From an optimization exercise on the open Yosys and OpenROAD flow, aimed at small area and a short achievable clock period; shortcuts taken in it are not production practice.
At most, simulation tests tie the RTL to the original design; equivalence was not proved.
Power figures rest on the tool's default switching activity, not on a simulated workload.

Setup of trial 32:
Design best_offset_prefetcher, start of the top module:
module best_offset_prefetcher #(
	parameter	WIDTH		= 64,
	parameter	TAG_WIDTH	= 12,
	parameter	UP_NUM_SET	= 8,
	parameter	UP_NUM_ASSO	= 0
) (
	input		logic					clk,
	input		logic					rst,
	input		logic	[WIDTH - 1:0]	up_address_i,
	input		logic					up_miss_i,
	input		logic					up_valid_i,
	input		logic					up_prefetched_i,
	input		logic					lo_ready_i,
	output		logic	[WIDTH - 1:0]	lo_prefetch_address_o,
	output		logic					lo_prefetch_valid_o
);
clock: 17.0 ns
lec_check: 0
cap_margin: 20
core_margin: 2
core_utilization: 40
cts_cluster_diameter: 100
cts_cluster_size: 30
slew_margin: 20
run.sh (not shown) runs the stock make flow with config.mk's settings and CLKGATE_MAP_FILE= SYNTH_SCRIPT=/design/flow/synth_recipe.tcl, a recipe that flattens the netlist after the stock synthesis.
Input changes introduced in trial 81 (baseline for comparison: trial 32):
--- a/flow/design.v
+++ b/flow/design.v
@@ -34,23 +34,20 @@
 	input		logic					up_valid_i,
 	input		logic					up_prefetched_i,
 	input		logic					lo_ready_i,
 	output		logic	[WIDTH - 1:0]	lo_prefetch_address_o,
 	output		logic					lo_prefetch_valid_o
 );
 	localparam int NOFF = 46;
+	localparam logic [23*6-1:0] MAGS = {
+		6'd1,  6'd2,  6'd3,  6'd4,  6'd5,  6'd6,  6'd7,  6'd8,
+		6'd9,  6'd10, 6'd11, 6'd12, 6'd13, 6'd14, 6'd15, 6'd16,
+		6'd18, 6'd20, 6'd24, 6'd30, 6'd32, 6'd36, 6'd40};
 	function automatic logic [5:0] mag_of(logic [4:0] k);
-		case (k)
-			0: mag_of = 40;  1: mag_of = 36;  2: mag_of = 32;  3: mag_of = 30;
-			4: mag_of = 24;  5: mag_of = 20;  6: mag_of = 18;  7: mag_of = 16;
-			8: mag_of = 15;  9: mag_of = 14; 10: mag_of = 13; 11: mag_of = 12;
-			12: mag_of = 11; 13: mag_of = 10; 14: mag_of = 9; 15: mag_of = 8;
-			16: mag_of = 7;  17: mag_of = 6;  18: mag_of = 5; 19: mag_of = 4;
-			20: mag_of = 3;  21: mag_of = 2;  default: mag_of = 1;
-		endcase
+		mag_of = (k < 5'd23) ? MAGS[6*k +: 6] : 6'd1;
 	endfunction
 	function automatic logic [11:0] off12(logic [5:0] i);
 		logic [11:0] m;
 		m = {6'd0, mag_of(i[5:1])};
 		off12 = i[0] ? m : -m;
 	endfunction
 	function automatic logic [6:0] add6(logic [5:0] a, logic [5:0] b, logic ci);
### Flow results
Trial 81: all stages complete, timing, DRC and antenna checks passed. Per the final summary, trial 32 finished and its layout is clean on timing, DRC and antenna. Trial 81 against trial 32; met3 wire length is up slightly. Of trial 81 and trial 32, trial 32 shows the lower highest achievable clock rate, with trial 81 above it. Trial 81 ended with more initial core utilization than trial 32. Trial 81 vs. trial 32: utilization moved up; time the worst path needs with I/O delays and setup moved down; wire length moved up; final worst-path setup slack moved up; post-detailed-route via-to-cell ratio moved up. Trial 32 has lower overall power after layout than trial 81.
Function was not checked in any run of this note: the RTL went through the layout flow alone.

========
run B:
best_offset_prefetcher, a different RTL version from the one above (not shown whole).
For scale: ~140 I/O pins.
Settings: LEC_CHECK=0, CAP_MARGIN=20, CORE_MARGIN=2, CORE_UTILIZATION=65, CTS_CLUSTER_DIAMETER=80, CTS_CLUSTER_SIZE=24, SLEW_MARGIN=20, SYNTH_HIERARCHICAL=1, SYNTH_MINIMUM_KEEP_SIZE=0; clock period 17.0 ns.
standard.sh (not shown) runs the stock make flow with config.mk's settings and CLKGATE_MAP_FILE= SYNTH_SCRIPT=/design/flow/synth_recipe.tcl, a recipe that flattens the netlist after the stock synthesis.
==> flow/flow/run.sh <==
#!/bin/bash
# Layout: the standard flow (standard.sh) with these changes to how it is
# made:
#  - Yosys leaves adders to ABC instead of mapping them to ha/fa cells first
#    (ADDER_MAP_FILE empty);
#  - the port buffers that buffer_ports inserts are buf_2 cells;
#  - timing repair works towards a setup slack of 12.6 ns, not 0;
#  - clock tree synthesis clusters up to 28 sinks within 100 um per leaf
#    buffer and adds no dummy loads;
#  - the constant outputs share one tie cell (no tie fanout repair).
set -euo pipefail
bash standard.sh "ADDER_MAP_FILE=" \
	"BUFFER_PORTS_ARGS=-buffer_cell sky130_fd_sc_hd__buf_2" \
	"SETUP_SLACK_MARGIN=12.6" \
	"CTS_ARGS=-sink_clustering_enable -repair_clock_nets -sink_clustering_size 28 -sink_clustering_max_diameter 100 -dont_use_dummy_load" \
	"SKIP_REPAIR_TIE_FANOUT=1" \
	finish > standard_flow.log 2>&1
Input-level comparison between run A and run B:
-- flow/design.v --
<<< run B, line 64
	input	logic	[4:0]	c0,			 
	input	logic	[5:0]	best_q,
	input	logic			ge_q,		 
	input	logic	[5:0]	prev_off,	 
	input	logic	[5:0]	cur_off,
	input	logic			last,
>>> run A, line 64
	input	logic	[4:0]	c0,			 
	input	logic	[5:0]	best_q,
	input	logic	[4:0]	nm_p,		 
	input	logic	[5:0]	nbo_p,
	input	logic	[5:0]	cur_off,
	input	logic			last,
<<< run B, line 71
	input	logic	[4:0]	tl,			 
	output	logic			hitp,
	output	logic			ge,
	output	logic			eol,
	output	logic	[5:0]	newpo,
>>> run A, line 71
	input	logic	[4:0]	tl,			 
	output	logic			hitp,
	output	logic	[4:0]	nm,
	output	logic	[5:0]	nbo,
	output	logic			eol,
	output	logic	[5:0]	newpo,
<<< run B, line 92
	logic	[5:0]	newpo0, newpo1;
	logic	[4:0]	tl1;
	logic	[4:0]	nm_p;
	logic	[5:0]	nbo_p;
	assign rd_tag	= mem[6*ra_lo +: 6];
	assign ra_hi	= ra_inc ? inc6(a_hi) : ra_dec ? dec6(a_hi) : a_hi;
>>> run A, line 93
	logic	[5:0]	newpo0, newpo1;
	logic	[4:0]	tl1;
	assign rd_tag	= mem[6*ra_lo +: 6];
	assign ra_hi	= ra_inc ? inc6(a_hi) : ra_dec ? dec6(a_hi) : a_hi;
<<< run B, line 103
	assign eol0		= last && (nm0 == 5'd31 || end_c);
	assign newpo0	= (nm0 <= 5'd1) ? 6'd0 : nbo0;
	assign nm_p		= ge_q ? tl1 : c0;
	assign nbo_p	= ge_q ? prev_off : best_q;
	assign ge1		= s1 >= {1'b0, nm_p};
	assign nm1		= ge1 ? s1[4:0] : nm_p;
>>> run A, line 102
	assign eol0		= last && (nm0 == 5'd31 || end_c);
	assign newpo0	= (nm0 <= 5'd1) ? 6'd0 : nbo0;
	assign ge1		= s1 >= {1'b0, nm_p};
	assign nm1		= ge1 ? s1[4:0] : nm_p;
<<< run B, line 110
	assign eol1		= last && (nm1 == 5'd31 || end_c);
	assign newpo1	= (nm1 <= 5'd1) ? 6'd0 : nbo1;
	assign ge		= hitp ? ge1 : ge0;
	assign eol		= hitp ? eol1 : eol0;
	assign newpo	= hitp ? newpo1 : newpo0;
>>> run A, line 107
	assign eol1		= last && (nm1 == 5'd31 || end_c);
	assign newpo1	= (nm1 <= 5'd1) ? 6'd0 : nbo1;
	assign nm		= hitp ? nm1 : nm0;
	assign nbo		= hitp ? nbo1 : nbo0;
	assign eol		= hitp ? eol1 : eol0;
	assign newpo	= hitp ? newpo1 : newpo0;
<<< run B, line 155
	logic	[4:0]	cmax_q;			 
	logic	[5:0]	best_q;			 
	logic			ge_q;			 
	logic			pnd;			 
	logic	[5:0]	ra_lo;			 
>>> run A, line 153
	logic	[4:0]	cmax_q;			 
	logic	[5:0]	best_q;			 
	logic	[4:0]	nm_p;			 
	logic	[5:0]	nbo_p;			 
	logic			pnd;			 
	logic	[5:0]	ra_lo;			 
<<< run B, line 184
	assign mag		= mag_of(cur[5:1]);
	assign cur_off	= cur[0] ? mag : -mag;
	logic	[5:0]	prev_mag;
	assign prev_mag	= mag_of(cur_q[5:1]);
	assign prev_off	= cur_q[0] ? prev_mag : -prev_mag;
	bo_in u_in (
		.rst	(rst),
>>> run A, line 183
	assign mag		= mag_of(cur[5:1]);
	assign cur_off	= cur[0] ? mag : -mag;
	bo_in u_in (
		.rst	(rst),
<<< run B, line 224
	endgenerate
	logic			last, end_c, hitp, eol;
	logic			ge;
	logic	[4:0]	s0, c0, tl, cmax_n, tail;
	logic	[5:0]	newpo, best_n, prev_off;
	assign last		= cur == NOFF - 1;
	assign end_c	= round_c == 7'd99;
>>> run A, line 220
	endgenerate
	logic			last, end_c, hitp, eol;
	logic	[4:0]	s0, c0, tl, nm, cmax_n, tail;
	logic	[5:0]	nbo, newpo, best_n;
	assign last		= cur == NOFF - 1;
	assign end_c	= round_c == 7'd99;
<<< run B, line 242
		.c0		(c0),
		.best_q	(best_q),
		.ge_q	(ge_q),
		.prev_off(prev_off),
		.cur_off(cur_off),
		.last	(last),
>>> run A, line 237
		.c0		(c0),
		.best_q	(best_q),
		.nm_p	(nm_p),
		.nbo_p	(nbo_p),
		.cur_off(cur_off),
		.last	(last),
<<< run B, line 249
		.tl		(tl),
		.hitp	(hitp),
		.ge		(ge),
		.eol	(eol),
		.newpo	(newpo),
>>> run A, line 244
		.tl		(tl),
		.hitp	(hitp),
		.nm		(nm),
		.nbo	(nbo),
		.eol	(eol),
		.newpo	(newpo),
<<< run B, line 259
		cmax_q	<= cmax_n;
		best_q	<= best_n;
		ge_q	<= ge;
		r0d		<= round_c == 7'd0;
		cur_q	<= cur;
>>> run A, line 255
		cmax_q	<= cmax_n;
		best_q	<= best_n;
		nm_p	<= nm;
		nbo_p	<= nbo;
		r0d		<= round_c == 7'd0;
		cur_q	<= cur;
--- outcome ---
- Run A ended with every stage complete and zero timing, DRC or antenna violations.
- Diff run B -> run A: routed wire length fell by 5.9%, worst endpoint data arrival time stayed essentially flat.
- From run B to run A the numbers moved as follows: setup slack after layout went up 0.014 ns; post-placement worst setup slack fell 0.66 ns; maximum frequency now larger; via count decreased 5.8%; worst hold slack neither gained nor lost much.
- Run A vs. run B: depth of the most critical reg-to-reg path went up by 1.
- Of run A and run B, the run reporting the higher wire length of the first global-routing pass was run B.

========
== run 1 ==
The RTL this note starts from:
==> flow/design.v <==
module bo_in (
	input	logic			rst,
	input	logic	[63:0]	a,
	input	logic			miss,
	input	logic			valid,
	input	logic			pref,
	input	logic			ready,
	input	logic	[7:0]	pt,
	input	logic	[12:0]	out_a,
	input	logic			out_v,
	input	logic	[5:0]	po,
	input	logic	[5:0]	cur_off,	 
	input	logic			cur_neg,	 
	output	logic			q,			 
	output	logic	[7:0]	pt_n,		 
	output	logic	[12:0]	out_a_n,	 
	output	logic			out_v_n,
	output	logic	[5:0]	ra_lo,
	output	logic			ra_inc,
	output	logic			ra_dec,
	output	logic	[5:0]	wr_lo,
	output	logic			wr_inc,
	output	logic			wr_dec
);
	function automatic logic [5:0] inc6(logic [5:0] a);
		inc6 = a ^ {&a[4:0], &a[3:0], &a[2:0], &a[1:0], a[0], 1'b1};
	endfunction
	logic	[6:0]	rs, ws, os;
	logic	[5:0]	oh;
	logic	[12:0]	pf_addr;
	logic			hit, issue;
	assign hit		= ~miss & valid;
	assign q		= ~hit | pt[a[62:60]];
	assign issue	= q & ready & po != 6'd0;
	always_comb begin
		pt_n = pt;
		if (hit)
			pt_n[a[62:60]] = pref;
		if (rst)
			pt_n = '0;
	end
	assign out_a_n	= rst ? 13'd0 : issue ? pf_addr : out_a;
	assign out_v_n	= ~rst & (issue | out_v);
	assign rs		= {1'b0, a[5:0]} + {1'b0, ~cur_off} + 7'd1;
	assign ws		= {1'b0, a[5:0]} + {1'b0, ~po} + 7'd1;
	assign ra_lo	= rs[5:0];
	assign wr_lo	= ws[5:0];
	assign ra_inc	= cur_neg & rs[6];
	assign ra_dec	= ~cur_neg & ~rs[6];
	assign wr_inc	= po[5] & ws[6];
	assign wr_dec	= ~po[5] & ~ws[6];
	assign os		= {1'b0, a[57:52]} + {1'b0, po};
	assign oh		= a[63:58];
	assign pf_addr	= {os[6] & (&oh), os[6] ? inc6(oh) : oh, os[5:0]};
endmodule
module bo_learn (
	input	logic	[6*64-1:0]	mem,	 
	input	logic	[5:0]	ra_lo,		 
	input	logic	[5:0]	a_hi,
	input	logic			ra_inc,
	input	logic			ra_dec,
	input	logic			pnd,
	input	logic	[4:0]	s0,			 
	input	logic	[4:0]	c0,			 
	input	logic	[5:0]	best_q,
	input	logic	[4:0]	nm_p,		 
	input	logic	[5:0]	nbo_p,
	input	logic	[5:0]	cur_off,
	input	logic			last,
	input	logic			end_c,
	input	logic	[4:0]	tl,			 
	output	logic			hitp,
	output	logic	[4:0]	nm,
	output	logic	[5:0]	nbo,
	output	logic			eol,
	output	logic	[5:0]	newpo,
	output	logic	[4:0]	cmax_n,
	output	logic	[5:0]	best_n,
	output	logic	[4:0]	tail
);
	function automatic logic [5:0] inc6(logic [5:0] a);
		inc6 = a ^ {&a[4:0], &a[3:0], &a[2:0], &a[1:0], a[0], 1'b1};
	endfunction
	function automatic logic [5:0] dec6(logic [5:0] a);
		dec6 = a ^ {~|a[4:0], ~|a[3:0], ~|a[2:0], ~|a[1:0], ~a[0], 1'b1};
	endfunction
	logic	[5:0]	rd_tag, ra_hi;
	logic	[5:0]	s1;
	logic			ge0, ge1;
	logic	[4:0]	nm0, nm1;
	logic	[5:0]	nbo0, nbo1;
	logic			eol0, eol1;
	logic	[5:0]	newpo0, newpo1;
	logic	[4:0]	tl1;
	assign rd_tag	= mem[6*ra_lo +: 6];
	assign ra_hi	= ra_inc ? inc6(a_hi) : ra_dec ? dec6(a_hi) : a_hi;
	assign hitp		= pnd & (ra_hi == 6'd0 || rd_tag == ra_hi);
	assign s1		= {1'b0, s0} + 6'd1;
	assign ge0		= s1 >= {1'b0, c0};
	assign nm0		= ge0 ? s1[4:0] : c0;
	assign nbo0		= ge0 ? cur_off : best_q;
	assign eol0		= last && (nm0 == 5'd31 || end_c);
	assign newpo0	= (nm0 <= 5'd1) ? 6'd0 : nbo0;
	assign ge1		= s1 >= {1'b0, nm_p};
	assign nm1		= ge1 ? s1[4:0] : nm_p;
	assign nbo1		= ge1 ? cur_off : nbo_p;
	assign eol1		= last && (nm1 == 5'd31 || end_c);
	assign newpo1	= (nm1 <= 5'd1) ? 6'd0 : nbo1;
	assign nm		= hitp ? nm1 : nm0;
	assign nbo		= hitp ? nbo1 : nbo0;
	assign eol		= hitp ? eol1 : eol0;
	assign newpo	= hitp ? newpo1 : newpo0;
	assign cmax_n	= hitp ? nm_p : c0;
	assign best_n	= hitp ? nbo_p : best_q;
	assign tl1		= tl + 5'd1;
	assign tail		= hitp ? tl1 : tl;
endmodule
module best_offset_prefetcher #(
	parameter	WIDTH		= 64,
	parameter	TAG_WIDTH	= 12,
	parameter	UP_NUM_SET	= 8,
	parameter	UP_NUM_ASSO	= 0
) (
	input		logic					clk,
	input		logic					rst,
	input		logic	[WIDTH - 1:0]	up_address_i,
	input		logic					up_miss_i,
	input		logic					up_valid_i,
	input		logic					up_prefetched_i,
	input		logic					lo_ready_i,
	output		logic	[WIDTH - 1:0]	lo_prefetch_address_o,
	output		logic					lo_prefetch_valid_o
);
	localparam int NOFF = 46;
	function automatic logic [5:0] inc6(logic [5:0] a);
		inc6 = a ^ {&a[4:0], &a[3:0], &a[2:0], &a[1:0], a[0], 1'b1};
	endfunction
	function automatic logic [5:0] dec6(logic [5:0] a);
		dec6 = a ^ {~|a[4:0], ~|a[3:0], ~|a[2:0], ~|a[1:0], ~a[0], 1'b1};
	endfunction
	localparam logic [23*6-1:0] MAGS = {
		6'd1,  6'd2,  6'd3,  6'd4,  6'd5,  6'd6,  6'd7,  6'd8,
		6'd9,  6'd10, 6'd11, 6'd12, 6'd13, 6'd14, 6'd15, 6'd16,
		6'd18, 6'd20, 6'd24, 6'd30, 6'd32, 6'd36, 6'd40};
	function automatic logic [5:0] mag_of(logic [4:0] k);
		mag_of = (k < 5'd23) ? MAGS[6*k +: 6] : 6'd1;
	endfunction
	logic	[5:0]	cur_q;			 
	logic	[6:0]	round_q;		 
	logic			qd;				 
	logic			qr;				 
	logic			clr_d;			 
	logic	[4:0]	cmax_q;			 
	logic	[5:0]	best_q;			 
	logic	[4:0]	nm_p;			 
	logic	[5:0]	nbo_p;			 
	logic			pnd;			 
	logic	[5:0]	ra_lo;			 
	logic			ra_inc, ra_dec;	 
	logic	[5:0]	a_hi;			 
	logic			r0d;			 
	logic	[5:0]	po;				 
	logic	[7:0]	pt;				 
	logic			wr_en;			 
	logic	[5:0]	wr_lo;
	logic			wr_inc, wr_dec;
	logic			rst_d;
	logic	[12:0]	out_a;
	logic			out_v;
	logic	[4:0]	ring [NOFF];
	logic	[6*64-1:0]	mem;		 
	logic	[5:0]	mag, cur_off;
	logic			q;
	logic	[7:0]	pt_n;
	logic	[12:0]	out_a_n;
	logic			out_v_n;
	logic	[5:0]	ra_lo_n, wr_lo_n;
	logic			ra_inc_n, ra_dec_n, wr_inc_n, wr_dec_n;
	logic	[5:0]	cur;
	logic	[6:0]	round_c;
	assign cur		= clr_d ? 6'd0 : !qd ? cur_q : (cur_q == NOFF - 1) ? 6'd0 : cur_q + 6'd1;
	assign round_c	= clr_d ? 7'd0 : (qd && cur_q == NOFF - 1) ? round_q + 7'd1 : round_q;
	assign mag		= mag_of(cur[5:1]);
	assign cur_off	= cur[0] ? mag : -mag;
	bo_in u_in (
		.rst	(rst),
		.a		(up_address_i),
		.miss	(up_miss_i),
		.valid	(up_valid_i),
		.pref	(up_prefetched_i),
		.ready	(lo_ready_i),
		.pt		(pt),
		.out_a	(out_a),
		.out_v	(out_v),
		.po		(po),
		.cur_off(cur_off),
		.cur_neg(~cur[0]),
		.q		(q),
		.pt_n	(pt_n),
		.out_a_n(out_a_n),
		.out_v_n(out_v_n),
		.ra_lo	(ra_lo_n),
		.ra_inc	(ra_inc_n),
		.ra_dec	(ra_dec_n),
		.wr_lo	(wr_lo_n),
		.wr_inc	(wr_inc_n),
		.wr_dec	(wr_dec_n)
	);
	logic	[5:0]	wr_hi, dbus;
	assign wr_hi	= wr_inc ? inc6(a_hi) : wr_dec ? dec6(a_hi) : a_hi;
	assign dbus		= wr_hi & {6{~rst_d}};
	genvar i;
	generate
		for (i = 0; i < 64; i++) begin : g_entry
			always_ff @(posedge clk) begin
				if (rst_d || (wr_en && wr_lo == i))
					mem[6*i +: 6] <= dbus;
			end
		end
	endgenerate
	logic			last, end_c, hitp, eol;
	logic	[4:0]	s0, c0, tl, nm, cmax_n, tail;
	logic	[5:0]	nbo, newpo, best_n;
	assign last		= cur == NOFF - 1;
	assign end_c	= round_c == 7'd99;
	assign s0		= (round_c == 7'd0) ? 5'd0 : (qd ? ring[1] : ring[0]);
	assign c0		= clr_d ? 5'd0 : cmax_q;
	assign tl		= r0d ? 5'd0 : ring[0];
	bo_learn u_learn (
		.mem	(mem),
		.ra_lo	(ra_lo),
		.a_hi	(a_hi),
		.ra_inc	(ra_inc),
		.ra_dec	(ra_dec),
		.pnd	(pnd),
		.s0		(s0),
		.c0		(c0),
		.best_q	(best_q),
		.nm_p	(nm_p),
		.nbo_p	(nbo_p),
		.cur_off(cur_off),
		.last	(last),
		.end_c	(end_c),
		.tl		(tl),
		.hitp	(hitp),
		.nm		(nm),
		.nbo	(nbo),
		.eol	(eol),
		.newpo	(newpo),
		.cmax_n	(cmax_n),
		.best_n	(best_n),
		.tail	(tail)
	);
	always_ff @(posedge clk) begin
		cmax_q	<= cmax_n;
		best_q	<= best_n;
		nm_p	<= nm;
		nbo_p	<= nbo;
		r0d		<= round_c == 7'd0;
		cur_q	<= cur;
		round_q	<= round_c;
		rst_d	<= rst;
		qr		<= q;
		ra_lo	<= ra_lo_n;
		ra_inc	<= ra_inc_n;
		ra_dec	<= ra_dec_n;
		wr_lo	<= wr_lo_n;
		wr_inc	<= wr_inc_n;
		wr_dec	<= wr_dec_n;
		a_hi	<= up_address_i[11:6];
		pt		<= pt_n;
		out_a	<= out_a_n;
		out_v	<= out_v_n;
		if (rst) begin
			qd		<= 1'b0;
			clr_d	<= 1'b1;
			pnd		<= 1'b0;
			po		<= '0;
			wr_en	<= 1'b0;
		end else begin
			if (q && eol)
				po	<= newpo;
			qd		<= q;
			clr_d	<= q & eol;
			pnd		<= q & up_valid_i & ~eol;
			wr_en	<= up_prefetched_i | po == 6'd0;
		end
	end
	generate
		for (i = 0; i < NOFF; i++) begin : g_ring
			always_ff @(posedge clk) begin
				if (qr)
					ring[i] <= (i == NOFF - 1) ? tail : ring[(i + 1) % NOFF];
			end
		end
	endgenerate
	assign lo_prefetch_address_o	= {{(WIDTH - 13){1'b0}}, out_a};
	assign lo_prefetch_valid_o		= out_v;
endmodule
export LEC_CHECK = 0
export CAP_MARGIN = 20
export CORE_MARGIN = 2
export CORE_UTILIZATION = 65
export CTS_CLUSTER_DIAMETER = 80
export CTS_CLUSTER_SIZE = 24
export SLEW_MARGIN = 20
export SYNTH_HIERARCHICAL = 1
export SYNTH_MINIMUM_KEEP_SIZE = 0
create_clock -name core_clock -period 17.0 [get_ports {clk}]
==> flow/flow/run.sh <==
#!/bin/bash
# Layout: the standard flow (standard.sh) with these changes to how it is
# made:
#  - Yosys leaves adders to ABC instead of mapping them to ha/fa cells first
#    (ADDER_MAP_FILE empty);
#  - the port buffers that buffer_ports inserts are buf_2 cells;
#  - timing repair works towards a setup slack of 12.6 ns, not 0;
#  - clock tree synthesis clusters up to 24 sinks within 80 um per leaf
#    buffer and adds no dummy loads;
#  - the constant outputs share one tie cell (no tie fanout repair).
set -euo pipefail
bash standard.sh "ADDER_MAP_FILE=" \
	"BUFFER_PORTS_ARGS=-buffer_cell sky130_fd_sc_hd__buf_2" \
	"SETUP_SLACK_MARGIN=12.6" \
	"CTS_ARGS=-sink_clustering_enable -repair_clock_nets -sink_clustering_size 24 -sink_clustering_max_diameter 80 -dont_use_dummy_load" \
	"SKIP_REPAIR_TIE_FANOUT=1" \
	finish > standard_flow.log 2>&1
Setup changes, run 1 to run 2
--- a/flow/design.v
+++ b/flow/design.v
@@ -63,15 +63,14 @@
 	input	logic	[4:0]	s0,			 
 	input	logic	[4:0]	c0,			 
 	input	logic	[5:0]	best_q,
-	input	logic	[4:0]	nm_p,		 
-	input	logic	[5:0]	nbo_p,
+	input	logic			ge_q,		 
+	input	logic	[5:0]	prev_off,	 
 	input	logic	[5:0]	cur_off,
 	input	logic			last,
 	input	logic			end_c,
 	input	logic	[4:0]	tl,			 
 	output	logic			hitp,
-	output	logic	[4:0]	nm,
-	output	logic	[5:0]	nbo,
+	output	logic			ge,
 	output	logic			eol,
 	output	logic	[5:0]	newpo,
 	output	logic	[4:0]	cmax_n,
@@ -92,6 +91,8 @@
 	logic			eol0, eol1;
 	logic	[5:0]	newpo0, newpo1;
 	logic	[4:0]	tl1;
+	logic	[4:0]	nm_p;
+	logic	[5:0]	nbo_p;
 	assign rd_tag	= mem[6*ra_lo +: 6];
 	assign ra_hi	= ra_inc ? inc6(a_hi) : ra_dec ? dec6(a_hi) : a_hi;
 	assign hitp		= pnd & (ra_hi == 6'd0 || rd_tag == ra_hi);
@@ -101,13 +102,14 @@
 	assign nbo0		= ge0 ? cur_off : best_q;
 	assign eol0		= last && (nm0 == 5'd31 || end_c);
 	assign newpo0	= (nm0 <= 5'd1) ? 6'd0 : nbo0;
+	assign nm_p		= ge_q ? tl1 : c0;
+	assign nbo_p	= ge_q ? prev_off : best_q;
 	assign ge1		= s1 >= {1'b0, nm_p};
 	assign nm1		= ge1 ? s1[4:0] : nm_p;
 	assign nbo1		= ge1 ? cur_off : nbo_p;
 	assign eol1		= last && (nm1 == 5'd31 || end_c);
 	assign newpo1	= (nm1 <= 5'd1) ? 6'd0 : nbo1;
-	assign nm		= hitp ? nm1 : nm0;
-	assign nbo		= hitp ? nbo1 : nbo0;
+	assign ge		= hitp ? ge1 : ge0;
 	assign eol		= hitp ? eol1 : eol0;
 	assign newpo	= hitp ? newpo1 : newpo0;
 	assign cmax_n	= hitp ? nm_p : c0;
@@ -152,8 +154,7 @@
 	logic			clr_d;			 
 	logic	[4:0]	cmax_q;			 
 	logic	[5:0]	best_q;			 
-	logic	[4:0]	nm_p;			 
-	logic	[5:0]	nbo_p;			 
+	logic			ge_q;			 
 	logic			pnd;			 
 	logic	[5:0]	ra_lo;			 
 	logic			ra_inc, ra_dec;	 
@@ -182,6 +183,9 @@
 	assign round_c	= clr_d ? 7'd0 : (qd && cur_q == NOFF - 1) ? round_q + 7'd1 : round_q;
 	assign mag		= mag_of(cur[5:1]);
 	assign cur_off	= cur[0] ? mag : -mag;
+	logic	[5:0]	prev_mag;
+	assign prev_mag	= mag_of(cur_q[5:1]);
+	assign prev_off	= cur_q[0] ? prev_mag : -prev_mag;
 	bo_in u_in (
 		.rst	(rst),
 		.a		(up_address_i),
@@ -219,8 +223,9 @@
 		end
 	endgenerate
 	logic			last, end_c, hitp, eol;
-	logic	[4:0]	s0, c0, tl, nm, cmax_n, tail;
-	logic	[5:0]	nbo, newpo, best_n;
+	logic			ge;
+	logic	[4:0]	s0, c0, tl, cmax_n, tail;
+	logic	[5:0]	newpo, best_n, prev_off;
 	assign last		= cur == NOFF - 1;
 	assign end_c	= round_c == 7'd99;
 	assign s0		= (round_c == 7'd0) ? 5'd0 : (qd ? ring[1] : ring[0]);
@@ -236,15 +241,14 @@
 		.s0		(s0),
 		.c0		(c0),
 		.best_q	(best_q),
-		.nm_p	(nm_p),
-		.nbo_p	(nbo_p),
+		.ge_q	(ge_q),
+		.prev_off(prev_off),
 		.cur_off(cur_off),
 		.last	(last),
 		.end_c	(end_c),
 		.tl		(tl),
 		.hitp	(hitp),
-		.nm		(nm),
-		.nbo	(nbo),
+		.ge		(ge),
 		.eol	(eol),
 		.newpo	(newpo),
 		.cmax_n	(cmax_n),
@@ -254,8 +258,7 @@
 	always_ff @(posedge clk) begin
 		cmax_q	<= cmax_n;
 		best_q	<= best_n;
-		nm_p	<= nm;
-		nbo_p	<= nbo;
+		ge_q	<= ge;
 		r0d		<= round_c == 7'd0;
 		cur_q	<= cur;
 		round_q	<= round_c;
Findings:
Run 2 against run 1: number of filler instances in the final layout picked up an extra 5.0%, half-perimeter wire length after detailed placement now larger.
The part of the power in the clock network in run 2 was lower than what run 1 gave.
Changes observed in run 2 relative to run 1: power share of the combinational group shows a reduction of 0.9 points; highest attainable clock frequency shows an increase of 2.3 MHz; total die area shows no meaningful change.
Count of clock-buffer cells in the layout: run 2 < run 1
Comparing run 1 and run 2, the higher wire length on met1 was measured on run 2.
Post-layout minimum cycle time sits lower in run 2 than in run 1.
Going from run 1 to run 2, via total after detailed routing grows by about 6%.
Between run 1 and run 2, the difference in hold slack is negligible.

[static timing again, ports no longer ideal]
No port has a modelled driver above. Below, the same layouts with a new extraction and two added sets of constraints.
Step 1 sets driving cells, clkbuf_16 on the clock port and buf_2 on the other inputs (assumed; they add their load-dependent delay and slew).
Step 2 adds t to the input delays and takes it off the output delays; t is the mean of the earliest and latest rising clock arrival at the registers after step 1. Input paths then give back, and output paths get back, about the clock's delay inside the block.
Slacks: ideal / step 1 / step 2; pairs: ideal / step 1.
| run | t (ns) | setup slack, ns | hold WS [ns] | worst setup path at the end | latest minus earliest clock arrival (ns) |
|---|---|---|---|---|---|
| trial 32 | 0.680 | 10.623 / 10.654 / 9.974 | 0.423 / 0.423 / 0.423 | input to register | 0.022 / 0.022 |
| trial 81 | 0.680 | 11.101 / 11.101 / 10.677 | 0.417 / 0.417 / 0.417 | input to register | 0.040 / 0.040 |
| run B | 0.651 | 12.526 / 12.466 / 12.009 | 0.421 / 0.421 / 0.421 | input to register | 0.069 / 0.069 |
| run A | 0.654 | 12.540 / 12.486 / 12.040 | 0.419 / 0.419 / 0.419 | input to register | 0.069 / 0.069 |
| run 1 | 0.623 | 12.579 / 12.524 / 12.025 | 0.423 / 0.423 / 0.423 | input to register | 0.043 / 0.043 |
| run 2 | 0.614 | 12.624 / 12.566 / 12.029 | 0.423 / 0.423 / 0.423 | input to register | 0.079 / 0.080 |
After both steps setup and hold are still met in every run listed. For trial 32, which loses most, drivers alone change the setup slack by +0.031 ns; drivers and shift together by -0.649 ns.
